This design comes from an exercise in tuning for small area on the open sky130 flow, not from production work. In this exercise RTL edits were held to simulation tests only and were not proved equivalent to the original. Power figures rest on the tool's default switching activity, not on a simulated workload.

===== flow/config.mk =====
export PLATFORM = sky130hd
export DESIGN_NAME = top
export DESIGN_NICKNAME = top
export VERILOG_FILES = /design/flow/design.v
export SDC_FILE = /design/flow/constraint.sdc
export NUM_CORES = 4
export LEC_CHECK = 0
export CAP_MARGIN = 20
export CORE_MARGIN = 2
export CORE_UTILIZATION = 40
export SLEW_MARGIN = 20

===== flow/constraint.sdc =====
create_clock -name core_clock -period 10.0 [get_ports {clk}]
set_input_delay 2.0000 -clock core_clock [delete_from_list [all_inputs] [get_ports {clk}]]
set_output_delay 2.0000 -clock core_clock [all_outputs]
set_load 0.01 [all_outputs]

===== flow/design.v =====
`timescale 1ns / 1ps
module top(
    clk, rst, row, col,
    an, seg, led_reset, led_check, ps, dispense, money, btn, refnd, dp, E_quantity
    );
    input wire clk;
    input wire rst;
    input wire [3:0] row;
    input wire btn;
    input wire refnd;
    output wire [3:0] an;
    output wire dp;
    output reg [6:0] seg;
    output reg led_reset;
    output wire [3:0] col;
    output reg dispense;
    output reg [2:0] ps;
    output wire led_check;
    output reg [3:0] money;
    output reg [3:0] E_quantity;
    assign dp = 1'b1;
    reg [2:0] c8;
    reg [1:0] fl;
    reg [4:0] hi;
    reg [1:0] cs;    
    reg       vs;    
    wire fast = (c8 == 3'd7);
    wire slow = (c8 == 3'd3) & ~fl[0] & hi[1] & ~hi[0] & ~hi[3] & (hi[4] ^ hi[2]) & (hi[4] == fl[1]);
    wire hwrap = hi[4] & hi[3] & ~hi[0];                 
    wire vf    = ~(hi[4] & hi[3] & hi[0]);               
    always @(posedge clk) begin
        if (rst) begin
            c8 <= 3'd4;
            fl <= 2'd3;
            hi <= 5'd31;
            cs <= 2'd2;
            vs <= 1'b0;
        end else begin
            c8 <= c8 + 3'd1;
            if (fast) begin
                fl <= fl + 2'd1;
                if (fl == 2'd3) hi <= hwrap ? 5'd0 : hi + 5'd1;
            end
            if (slow) begin
                cs <= cs + 2'd1;
                vs <= 1'b1;
            end
        end
    end
    wire [1:0] ai = fl;
    wire [1:0] cc = cs + 2'd1;   
    assign led_check = ~fl[0];
    assign an  = vf ? ~(4'b1000 >> ai) : 4'b1111;
    assign col = vs ? ~(4'b1000 >> cc) : 4'b0000;
    reg        kv;
    reg  [1:0] kr;
    wire [1:0] nr = {~(row[1] & row[0]), ~(row[2] & row[0])};
    reg        nv;
    always @* begin
        case (row)
            4'b0111: nv = (cc == 2'd0) | (cc == 2'd1);
            4'b1011: nv = (cc == 2'd0);
            4'b1101: nv = (cc == 2'd0) | (cc == 2'd2);
            4'b1110: nv = (cc != 2'd1);
            default: nv = 1'b0;
        endcase
        nv = nv & vs;
    end
    always @(posedge clk)
        if (rst) begin
            kv <= 1'b0;
            kr <= 2'd0;
        end else if (slow) begin
            kv <= nv;
            kr <= nr;
        end
    localparam R = 3'd0, PS = 3'd1, AS = 3'd2, DS = 3'd3, CH = 3'd4, RF = 3'd5, ST = 3'd6;
    reg [2:0] ns;
    reg [2:0] cp;     
    reg [2:0] cpr;    
    reg [3:0] qA, qB, qC, qD;
    function [3:0] price(input [2:0] c);
        case (c)
            3'b000: price = 4'd4;
            3'b001: price = 4'd9;
            3'b010: price = 4'd5;
            3'b011: price = 4'd6;
            3'b100: price = 4'd11;
            3'b111: price = 4'd0;
            default: price = 4'bxxxx;
        endcase
    endfunction
    wire       pkey = kv & ~cs[1];
    wire       coin = kv & cs[1];
    wire [2:0] kprod = {cs[0], kr};                        
    wire [2:0] kcoin = cs[0] ? 3'b001 : {~kr[0], kr[0], ~kr[0]};   
    wire [2:0] sel  = pkey ? kprod : cp;
    wire [3:0] CurrPrice = price(cpr);
    wire       p_is_money = (ps == CH) | (ps == RF);
    wire [3:0] sub_p = p_is_money ? money : CurrPrice;
    wire [3:0] sub_q = (ps == AS || ps == DS) ? money : (ps == CH) ? CurrPrice : 4'd0;
    wire [4:0] diff = {1'b0, sub_p} - {1'b0, sub_q};
    wire       eq = (diff[3:0] == 4'd0);      
    wire       gt = diff[4];                  
    wire       ge = gt | eq;
    function [4:0] pdec(input [2:0] c);    
        pdec = {c[2], c[1] & c[0], c[1] & ~c[0], ~c[1] & c[0], ~c[2] & ~c[1] & ~c[0]};
    endfunction
    wire [4:0] sd = pdec(sel);
    wire empty = (sd[4] & (E_quantity == 4'd0)) | (sd[3] & (qA == 4'd0)) |
                 (sd[2] & (qB == 4'd0)) | (sd[1] & (qC == 4'd0)) | (sd[0] & (qD == 4'd0));
    always @(posedge clk)
        if (rst) begin
            ps <= R;
            ns <= R;
            money <= 4'd0;
            dispense <= 1'b0;
            led_reset <= 1'b0;
        end else if (slow) begin
            ps <= ns;
            case (ps)
                R: begin
                    led_reset <= 1'b1;
                    if (pkey) ns <= PS;
                    else begin
                        money <= 4'd0;
                        dispense <= 1'b0;
                    end
                end
                PS: begin
                    if (pkey) ns <= PS;
                    else if (coin) begin
                        ns <= AS;
                        money <= money + {1'b0, kcoin};
                    end
                    if (empty) ns <= ST;
                end
                AS: begin
                    led_reset <= ~led_reset;
                    if (refnd) ns <= RF;
                    if (coin) money <= money + {1'b0, kcoin};
                    if (ge) ns <= DS;
                end
                DS: begin
                    dispense <= 1'b1;
                    if (btn) ns <= R;
                    else if (gt) ns <= CH;
                    else if (eq) ns <= DS;
                end
                default: begin  
                    if (btn) ns <= R;
                    else ns <= ps;
                end
            endcase
        end
    wire       dec = slow & (ps == DS) & ~dispense;
    wire [4:0] cd  = pdec(cp);
    always @(posedge clk)
        if (rst) begin
            qA <= 4'd10;
            qB <= 4'd4;
            qC <= 4'd1;
            qD <= 4'd3;
            E_quantity <= 4'd2;
        end else begin
            qA <= qA - {3'd0, dec & cd[3]};
            qB <= qB - {3'd0, dec & cd[2]};
            qC <= qC - {3'd0, dec & cd[1]};
            qD <= qD - {3'd0, dec & cd[0]};
            E_quantity <= E_quantity - {3'd0, dec & cd[4]};
        end
    always @(posedge clk)
        if (rst) begin
            cp <= 3'd0;
            cpr <= 3'b111;
        end else if (slow)
            case (ps)
                R: begin
                    if (pkey) cp <= kprod;
                    else cpr <= 3'b111;
                end
                PS: begin
                    if (pkey) cp <= kprod;
                    cpr <= sel;
                end
                default: ;
            endcase
    wire [3:0] val = diff[3:0];
    wire       ten = val[3] & (val[2] | val[1]);    
    wire [3:0] lo  = ten ? val - 4'd10 : val;
    wire       isD = (ps == DS);
    wire [3:0] num = isD ? (ai[0] ? 4'd5 : 4'd1) : ai[0] ? {3'd0, ten} : lo;
    reg  [6:0] dg;
    always @*
        case (num)
            4'd0: dg = 7'b1000000;
            4'd1: dg = 7'b1111001;
            4'd2: dg = 7'b0100100;
            4'd3: dg = 7'b0110000;
            4'd4: dg = 7'b0011001;
            4'd5: dg = 7'b0010010;
            4'd6: dg = 7'b0000010;
            4'd7: dg = 7'b1111000;
            4'd8: dg = 7'b0000000;
            default: dg = 7'b0010000;
        endcase
    wire [2:0] lc = isD ? 3'b000 : (ps == CH) ? 3'b001 : (ps == R) ? 3'b010 : cp;
    reg  [6:0] lt;
    always @*
        case (lc)
            3'b000: lt = 7'b0100001;   
            3'b001: lt = 7'b1000110;   
            3'b010: lt = 7'b0000011;   
            3'b011: lt = 7'b0001000;   
            default: lt = 7'b0000110;  
        endcase
    reg  [6:0] fx;
    always @*
        case ({ps, ai})
            {R, 2'd0}:  fx = 7'b1000001;   
            {R, 2'd1}:  fx = 7'b0010001;   
            {AS, 2'd0}: fx = 7'b0111111;   
            {DS, 2'd2}: fx = 7'b0001100;   
            {CH, 2'd0}: fx = 7'b0001001;   
            {RF, 2'd3}: fx = 7'b0101111;   
            {RF, 2'd0}: fx = 7'b0001110;   
            {ST, 2'd3}: fx = 7'b0101011;   
            {ST, 2'd0}: fx = 7'b0100011;   
            default:    fx = 7'b1111111;   
        endcase
    wire numeric = ((ai[1] ^ ai[0]) & ((ps == PS) | (ps == AS) | (ps == CH) | (ps == RF))) |
                   (isD & ~ai[1]);
    wire letter  = ((ai == 2'd3) & ((ps == PS) | (ps == AS) | isD | (ps == CH) | ((ps == R) & vf))) |
                   ((ai == 2'd2) & (ps == ST));
    wire [6:0] dnext = numeric ? dg : letter ? lt : fx;
    always @(posedge clk)
        if (rst) seg <= 7'b1111111;
        else if (fast) seg <= dnext;
endmodule

===== flow/flow/run.sh =====
#!/bin/bash
# Own layout flow: the standard ORFS flow (standard.sh) with
#  - synthesis through flow/synth.tcl: the standard synthesis script,
#    except that the final ABC mapping tries the area-oriented scripts
#    flow/abc_*.script and keeps the smallest result; no half/full adder
#    cell extraction (ADDER_MAP_FILE empty) and Yosys's default carry
#    lookahead mapping instead of the Kogge-Stone one (SYNTH_OPERATIONS_ARGS
#    set, which drops ORFS's -extra-map; -nofsm is already on every synth
#    call),
#  - port buffers of the smallest buffer cell,
#  - a clock tree of small clock buffers without dummy loads.
# Each tool's full output goes to the ORFS logs under orfs/logs/; make's own
# output goes to flow_make.log in this folder.
set -euo pipefail
W=$(pwd)
bash standard.sh \
  SYNTH_SCRIPT="$W/flow/synth.tcl" \
  ADDER_MAP_FILE= \
  SYNTH_OPERATIONS_ARGS=-nofsm \
  "BUFFER_PORTS_ARGS=-buffer_cell sky130_fd_sc_hd__buf_1" \
  "CTS_ARGS=-sink_clustering_enable -repair_clock_nets -dont_use_dummy_load -buf_list sky130_fd_sc_hd__clkbuf_4 -sink_clustering_size 20 -sink_clustering_max_diameter 100" \
  finish > "$W/flow_make.log" 2>&1

===== flow/flow/abc_a1.script =====
strash
&get -n
&deepsyn -T 30
&dch -f
&nf -R 1000
&put

===== flow/flow/abc_h11.script =====
strash
&get -n
&deepsyn -T 120 -S 11
&put
dch -f
amap

===== flow/flow/abc_h14.script =====
strash
&get -n
&deepsyn -T 120 -S 14
&put
dch -f
amap

===== flow/flow/abc_k11.script =====
strash
&get -n
&deepsyn -T 30 -S 11
&put
strash
&get -n
&deepsyn -T 30 -S 21
&put
dch -f
amap

===== flow/flow/abc_k12.script =====
strash
&get -n
&deepsyn -T 30 -S 12
&put
strash
&get -n
&deepsyn -T 30 -S 22
&put
dch -f
amap

===== flow/flow/abc_u2.script =====
strash
&get -n
&deepsyn -T 30 -S 2
&put
dch -f
amap

===== flow/flow/abc_u4.script =====
strash
&get -n
&deepsyn -T 30 -S 4
&put
dch -f
amap

===== flow/flow/abc_u8.script =====
strash
&get -n
&deepsyn -T 30 -S 8
&put
dch -f
amap

===== flow/flow/synth.tcl =====
set own_dir [file dirname [file normalize [info script]]]
set own_scripts [lsort [glob -directory $own_dir abc_*.script]]

proc own_area {} {
  set libargs {}
  foreach lib $::env(LIB_FILES) { lappend libargs -liberty $lib }
  set s [tee -q -s result.string stat {*}$libargs]
  if {[regexp {Chip area for module [^:]*: ([0-9.eE+-]+)} $s -> a]} { return $a }
  return 1e18
}

proc abc {args} {
  set i [lsearch -exact $args -script]
  if {$i < 0} { return [yosys abc {*}$args] }
  yosys design -save own_pre_abc
  set best_area 1e18
  set best {}
  set n 0
  foreach s $::own_scripts {
    yosys design -load own_pre_abc
    set a [lreplace $args [expr {$i + 1}] [expr {$i + 1}] $s]
    if {[catch {yosys abc {*}$a} err]} { puts "own abc: $s failed: $err"; continue }
    yosys opt_clean
    set area [own_area]
    puts "own abc: $s area $area"
    if {$area < $best_area} {
      set best_area $area
      set best $s
      yosys design -save own_best
    }
    incr n
  }
  if {$best eq {}} {
    yosys design -load own_pre_abc
    return [yosys abc {*}$args]
  }
  puts "own abc: using $best (area $best_area)"
  yosys design -load own_best
}

source [file join $own_dir .. synth_recipe.tcl]

===== flow/standard.sh =====
#!/bin/bash
# synth_recipe.tcl (not shown) runs the flow's synth.tcl, then flattens the netlist and writes it again
# the make line also repeats each setting of config.mk as NAME=value (left out here)
make -C /OpenROAD-flow-scripts/flow DESIGN_CONFIG=/design/flow/config.mk WORK_HOME=/design/flow/orfs CLKGATE_MAP_FILE= SYNTH_SCRIPT=/design/flow/synth_recipe.tcl "${@:-finish}"

==> impl_metrics.yaml, run 1 <==
global_route:
  grt-ovfl-total: 0
  first_global_vias: 2825
  grt.total_usage: 0.1997
  grt_max_degree: 25
  antenna_found_initial: 0
  grt_pass1_wl_mm: 13.42
placed_design:
  placed_cell_area_um2: 3317
  place_congestion: 0.8919
  place_hpwl_mm: 6.038
  port_buffers: 36
  place_ws_ps: 5689
route:
  firstDrtPassIters: 5
  drc: 0
  via_per_inst: 5.528
  ant_nets: 0
  drtIter0Drc: 187
  vias: 3118
  wirelength_mm: 7.915
  wl_met2_mm: 3.479
  routed.top_layer: "met4"
  route.layer.met1.wl_mm: 3.749
  routed-wl-met3_um: 429
  wl_per_cell_um: 14.03
synthesis:
  synth_top_area_frac: 0.3993
  ys_ff_latch: 61
  synthFlopType: "dfxtp_1"
  syn_nets: 428
  async_flop_share: 0
  synth_most_common_cell: "nor2_1"
  yosysSeqAreaShare: 0.3993
  synth_top_area_cell: "dfxtp_1"
  syn_avg_cell_area_um2: 7.281
  synth_area_leaders: "dfxtp_1, nor2_1, clkinv_1"
  yosys_warnings: 1
  netlist_area_um2: 3058
  synth_edf_count: 0
  ys_top_cells_by_count: "nor2_1, dfxtp_1, clkinv_1"
  synth.distinct_cells: 40
  syn_inst: 420
power:
  peakVddDrop_mv: 0.08573
  power.density_nw_per_um2: 115.9
  total_power_uw: 392.1
  leakage_nw: 1.125
critical_path:
  cp.arrival_ps: 4780
  critical_path_depth: 19
  crit_path_start_kind: "register"
  critPathMaxStageDelay_ps: 440
  cp_max_fo: 6
  path_class: "reg2reg"
  rr_worst_depth: 19
  cp.required_ps: 10290
  cp_cell_sequence: "nor3_1 > a31oi_1 > a21oi_1 > a31oi_1 > clkinv_1 > nor2_1 > nor3_1 > a221oi_1 > nor2_1 > o21ai_0 > a221oi_1 > a31oi_1 > o21ai_0 > a222oi_1 > nor2_1 > clkinv_1 > o21ai_0 > a41o_1 > o32a_1"
  path_buf_inv: 2
  crit_family: "compound AO/OA/AOI/OAI gates"
  cp-end-kind: "register"
  crit_slowest_cell: "dfxtp_1"
sta:
  rsz0062_at_grt: "no"
  slew_headroom: 0.4924
  setup-tns-final_ps: 0
  hold_viol: 0
  worst_pin_slew_ps: 753.4
  finalClockSkew_ps: 16.69
  hold_ws_ps: 430.0
  setup_slack_ps: 5515
  fmax_ghz: 0.2230
  slew_viol_final: 0
  finalCritPeriodShare: 0.4485
  setup_violations: 0
  finalCriticalPeriod_ps: 4485
cells_and_area:
  area_delta_synth_final_pct: 10.68
  nFillCells: 778
  multiInputGateArea_um2: 1612
  finalInstanceArea_um2: 3385
  ff_latch_area_um2: 1221
  diodes: 0
  drive_gt1_frac: 0.02151
  num-nets-final: 475
clock_network:
  clock-sinks: 61
  cts_tree: "done"
  cts_hold_buffers: 0
  htreeDepth: 3
  clk_pin_slew_worst_paths_ps: 80
  numCtsBuffers: 9
  clk_latency_ps: 410
  ctsResizeCount: 0
  clockRootBuffer: "clkbuf_4"
  post_cts_buffers: 0
  cts_max_path_buffers: 2
worst_hold_path:
  hold_path_depth: 1
  holdCritPathClass: "reg2reg"
floorplanning:
  core-area_um2: 7331
  initial_core_util: 0.4171
  die-area_um2: 8360
  die_w_um: 91.44
  die_h_um: 91.44
  rows: 31
  io_pins: 38
outcome:
  status: "complete, no violations"
flow_run:
  cap_violations: 0
## logic make-up after synthesis
group / after synthesis / share of synthesized area
AOI/OAI and AO/OA: 135 / 0.2852
and+or+nand+nor: 163 / 0.2377
DFF: 61 / 0.3993
other: 1 / 0.001226
buffers and inverters: 59 / 0.07365
xor gates and xnor gates: 1 / 0.002865
## final cells by class
cell class                      count  share of cell area
Multi-Input combinational cell    300              0.4762
Sequential cell                    61              0.3608
Inverter                           58             0.06433
Timing Repair Buffer               37             0.04214
Tap cell                           99             0.03660
Clock buffer                        9             0.01996
## worst register-to-register path: stages, from the launching register on
cell and delay, ps:
dfxtp_1 440, nor3_1 110, a31oi_1 280, a21oi_1 170
a31oi_1 370, clkinv_1 150, nor2_1 150, nor3_1 60
a221oi_1 260, nor2_1 90, o21ai_0 270, a221oi_1 90
a31oi_1 420, o21ai_0 270, a222oi_1 370, nor2_1 110
clkinv_1 90, o21ai_0 110, a41o_1 280, o32a_1 290
## stage by stage
stage                     std cells    util
after global placement          555  0.4525
after global routing            564  0.4617
after floorplan                 420       -
after CTS                       564  0.4617
final                           564  0.4617
after detailed placement        555  0.4525
## path summary, 6_finish.rpt
kind	slack [ps]	to	from
max reg2reg	5510	seg[0]	cpr[0]
min	430	c8[0]	c8[0]
min reg2reg	430	c8[0]	c8[0]
max	5510	seg[0]	cpr[0]
## registers in the layout, indices dropped and copies added, names as in the netlist, 4 cells and up
register and count:
qA 4, hi 5, seg 7, qD 4, qC 4, qB 4, money 4, E_quantity 4
## routing by layer
layer  GRT usage  vias to the layer above
met5           0                        -
met4     0.09091                        0
met3     0.04730                       23
met2      0.3131                       95
met1      0.2594                     1394
li1            -                     1606
## power by group
part           internal [mW]  leakage (nW)  total [mW]  switching, mW
clock network         0.0417        0.0414       0.120         0.0786
logic                0.00756         0.590      0.0233         0.0157
registers              0.246         0.494       0.249        0.00268
total                  0.295          1.12       0.392         0.0970
## cell usage in the layout, fill, tap and decap left out, types with 2 or more instances in the layout
master and n:
a31oi_1 10, a21oi_1 33, o221ai_1 2, o211ai_1 6, clkinv_1 58, a211oi_1 3
nor4_1 8, o22ai_1 13, nor3_1 21, o32a_1 2, or4_1 3, o21a_1 8
nor2b_1 2, o22a_1 8, a311oi_1 3, nand2_1 25, or3_1 7, a21o_1 2
nand3_1 4, or2_0 5, dfxtp_1 61, and3_1 2, a221oi_1 4, o21ai_0 30
nor2_1 82, buf_1 36, and2_0 3, clkbuf_4 9, a32o_1 2
==> inputs of run 2 (changes only) <==
==> flow/flow/abc_h15.script (new file) <==
strash
&get -n
&deepsyn -T 120 -S 15
&put
dch -f
amap
==> flow/flow/abc_h16.script (new file) <==
strash
&get -n
&deepsyn -T 120 -S 16
&put
dch -f
amap
==> flow/flow/abc_h17.script (new file) <==
strash
&get -n
&deepsyn -T 120 -S 17
&put
dch -f
amap
==> flow/flow/abc_h18.script (new file) <==
strash
&get -n
&deepsyn -T 120 -S 18
&put
dch -f
amap
removed: flow/flow/abc_k12.script
removed: flow/flow/abc_u2.script
removed: flow/flow/abc_u8.script
==> impl_metrics.yaml, run 2 <==
outcome:
  status: "complete, no violations"
synthesis:
  ys_top_cells_by_count: "nor2_1, dfxtp_1, clkinv_1"
  netlist_area_um2: 3058
  synth_area_leaders: "dfxtp_1, nor2_1, clkinv_1"
  synthFlopType: "dfxtp_1"
  synth.distinct_cells: 40
  syn_avg_cell_area_um2: 7.281
  synth_top_area_cell: "dfxtp_1"
  syn_inst: 420
  synth_edf_count: 0
  syn_nets: 428
  synth_top_area_frac: 0.3993
  ys_ff_latch: 61
  yosysSeqAreaShare: 0.3993
  yosys_warnings: 1
  synth_most_common_cell: "nor2_1"
  async_flop_share: 0
route:
  vias: 3118
  drtIter0Drc: 187
  firstDrtPassIters: 5
  wl_per_cell_um: 14.03
  ant_nets: 0
  wirelength_mm: 7.915
  drc: 0
  via_per_inst: 5.528
floorplanning:
  die-area_um2: 8360
  rows: 31
  die_h_um: 91.44
  initial_core_util: 0.4171
  io_pins: 38
  core-area_um2: 7331
  die_w_um: 91.44
power:
  power.density_nw_per_um2: 115.9
  peakVddDrop_mv: 0.08573
  leakage_nw: 1.125
global_route:
  grt.total_usage: 0.1997
  grt-ovfl-total: 0
  grt_pass1_wl_mm: 13.42
  grt_max_degree: 25
  antenna_found_initial: 0
  first_global_vias: 2825
clock_network:
  ctsResizeCount: 0
  clk_latency_ps: 410
  cts_max_path_buffers: 2
  cts_hold_buffers: 0
  cts_tree: "done"
  htreeDepth: 3
  clockRootBuffer: "clkbuf_4"
  post_cts_buffers: 0
  numCtsBuffers: 9
  clock-sinks: 61
  clk_pin_slew_worst_paths_ps: 80
worst_hold_path:
  hold_start: "c8[0]"
  holdCritPathClass: "reg2reg"
critical_path:
  crit_family: "compound AO/OA/AOI/OAI gates"
  crit_slowest_cell: "dfxtp_1"
  cp-end-kind: "register"
  cp_cell_sequence: "nor3_1 > a31oi_1 > a21oi_1 > a31oi_1 > clkinv_1 > nor2_1 > nor3_1 > a221oi_1 > nor2_1 > o21ai_0 > a221oi_1 > a31oi_1 > o21ai_0 > a222oi_1 > nor2_1 > clkinv_1 > o21ai_0 > a41o_1 > o32a_1"
  reg2reg_from: "cpr[0]"
  cp.arrival_ps: 4780
  critPathLaunch: "cpr[0]"
  cp.required_ps: 10290
  cp_max_fo: 6
  path_class: "reg2reg"
  critPathMaxStageDelay_ps: 440
  path_buf_inv: 2
  crit_path_start_kind: "register"
placed_design:
  port_buffers: 36
  place_hpwl_mm: 6.038
  place_congestion: 0.8919
sta:
  hold_viol: 0
  setup_violations: 0
  slew_headroom: 0.4924
  finalCritPeriodShare: 0.4485
  slew_viol_final: 0
  worst_pin_slew_ps: 753.4
  hold_ws_ps: 430.0
  finalCriticalPeriod_ps: 4485
  rsz0062_at_grt: "no"
  setup-tns-final_ps: 0
  finalClockSkew_ps: 16.69
  fmax_ghz: 0.2230
cells_and_area:
  final_cell_mix: "nor2_1, dfxtp_1, clkinv_1"
  regMostFlops: "seg"
  layout_commonest_cell: "nor2_1"
  num-nets-final: 475
  drive_gt1_frac: 0.02151
  top_regs: "seg x7, hi x5"
  largest_register_ffs: 7
  area_delta_synth_final_pct: 10.68
  diodes: 0
flow_run:
  cap_violations: 0
run 2: cell counts in the layout (fill, tap and decap cells not counted):
Identical to the previous run, type by type.
run 2: worst paths after layout:
kind	endpoint	slack, ps	cells past startpoint
worst max-delay path	seg[0]	5510	19
worst min-delay path	c8[0]	430	1
worst max register to register	seg[0]	5510	19
worst min register to register	c8[0]	430	1
run 2: report_power, final:
group | internal, mW | switching (mW) | total, mW
Combinational | 0.00756 | 0.0157 | 0.0233
Sequential | 0.246 | 0.00268 | 0.249
Clock | 0.0417 | 0.0786 | 0.120
run 2: kinds of logic after synthesis:
| logic type | after synthesis | share of synthesized area |
|---|---|---|
| simple gates | 163 | 0.2377 |
| compound gates | 135 | 0.2852 |
| flops | 61 | 0.3993 |
| buf+inv | 59 | 0.07365 |
| xor+xnor | 1 | 0.002865 |
| other cells | 1 | 0.001226 |
run 2: metal layers:
layer  GRT usage  up-vias  part of all wire
li1            -     1606                 -
met1      0.2594     1394              0.47
met2      0.3131       95              0.44
met3     0.04730       23             0.054
met4     0.09091        0             0.032
met5           0        -                 0
run 2: metrics by stage:
| step | setup slack (ps) | utilization | cells | area [um2] | total power [mW] |
|---|---|---|---|---|---|
| after floorplan | 6400 | - | 420 | 3058 | 0.2692 |
| after global placement | 5857 | 0.4525 | 555 | 3317 | 0.2775 |
| after detailed placement | 5689 | 0.4525 | 555 | 3317 | 0.2775 |
| after CTS | 5635 | 0.4617 | 564 | 3385 | 0.3963 |
| after global routing | 5018 | 0.4617 | 564 | 3385 | 0.4105 |
| final | 5515 | 0.4617 | 564 | 3385 | 0.3921 |
run 2: area by class of cell:
type	instances	area, um2
clock buffer	9	67.56
fill	778	3946
inverter	58	217.7
multi-input combinational	300	1612
sequential	61	1221
tap	99	123.9
timing repair buffer	37	142.6

==> port drivers added, routing unchanged <==
In the flow no input, the clock included, has a driving cell. The finished layouts below were timed again as built, in two steps.
Step 1: set_driving_cell puts a clkbuf_16 on clk and a buf_2 on each other input, an assumption about the parent block.
Step 2, shift: input delay + t, output delay - t, t = (earliest + latest rising clock arrival at the registers) / 2. This alone moves slack from input paths to output paths.
Slacks: ideal / step 1 / step 2; pairs: ideal / step 1.
| run | t, ns | slack for setup (ns) | hold slack, ns |
|---|---|---|---|
| run 1 | 0.428 | 5.515 / 5.515 / 5.515 | 0.430 / 0.430 / 0.430 |
| run 2 | 0.428 | 5.515 / 5.515 / 5.515 | 0.430 / 0.430 / 0.430 |
After both steps every run listed still meets setup and hold.
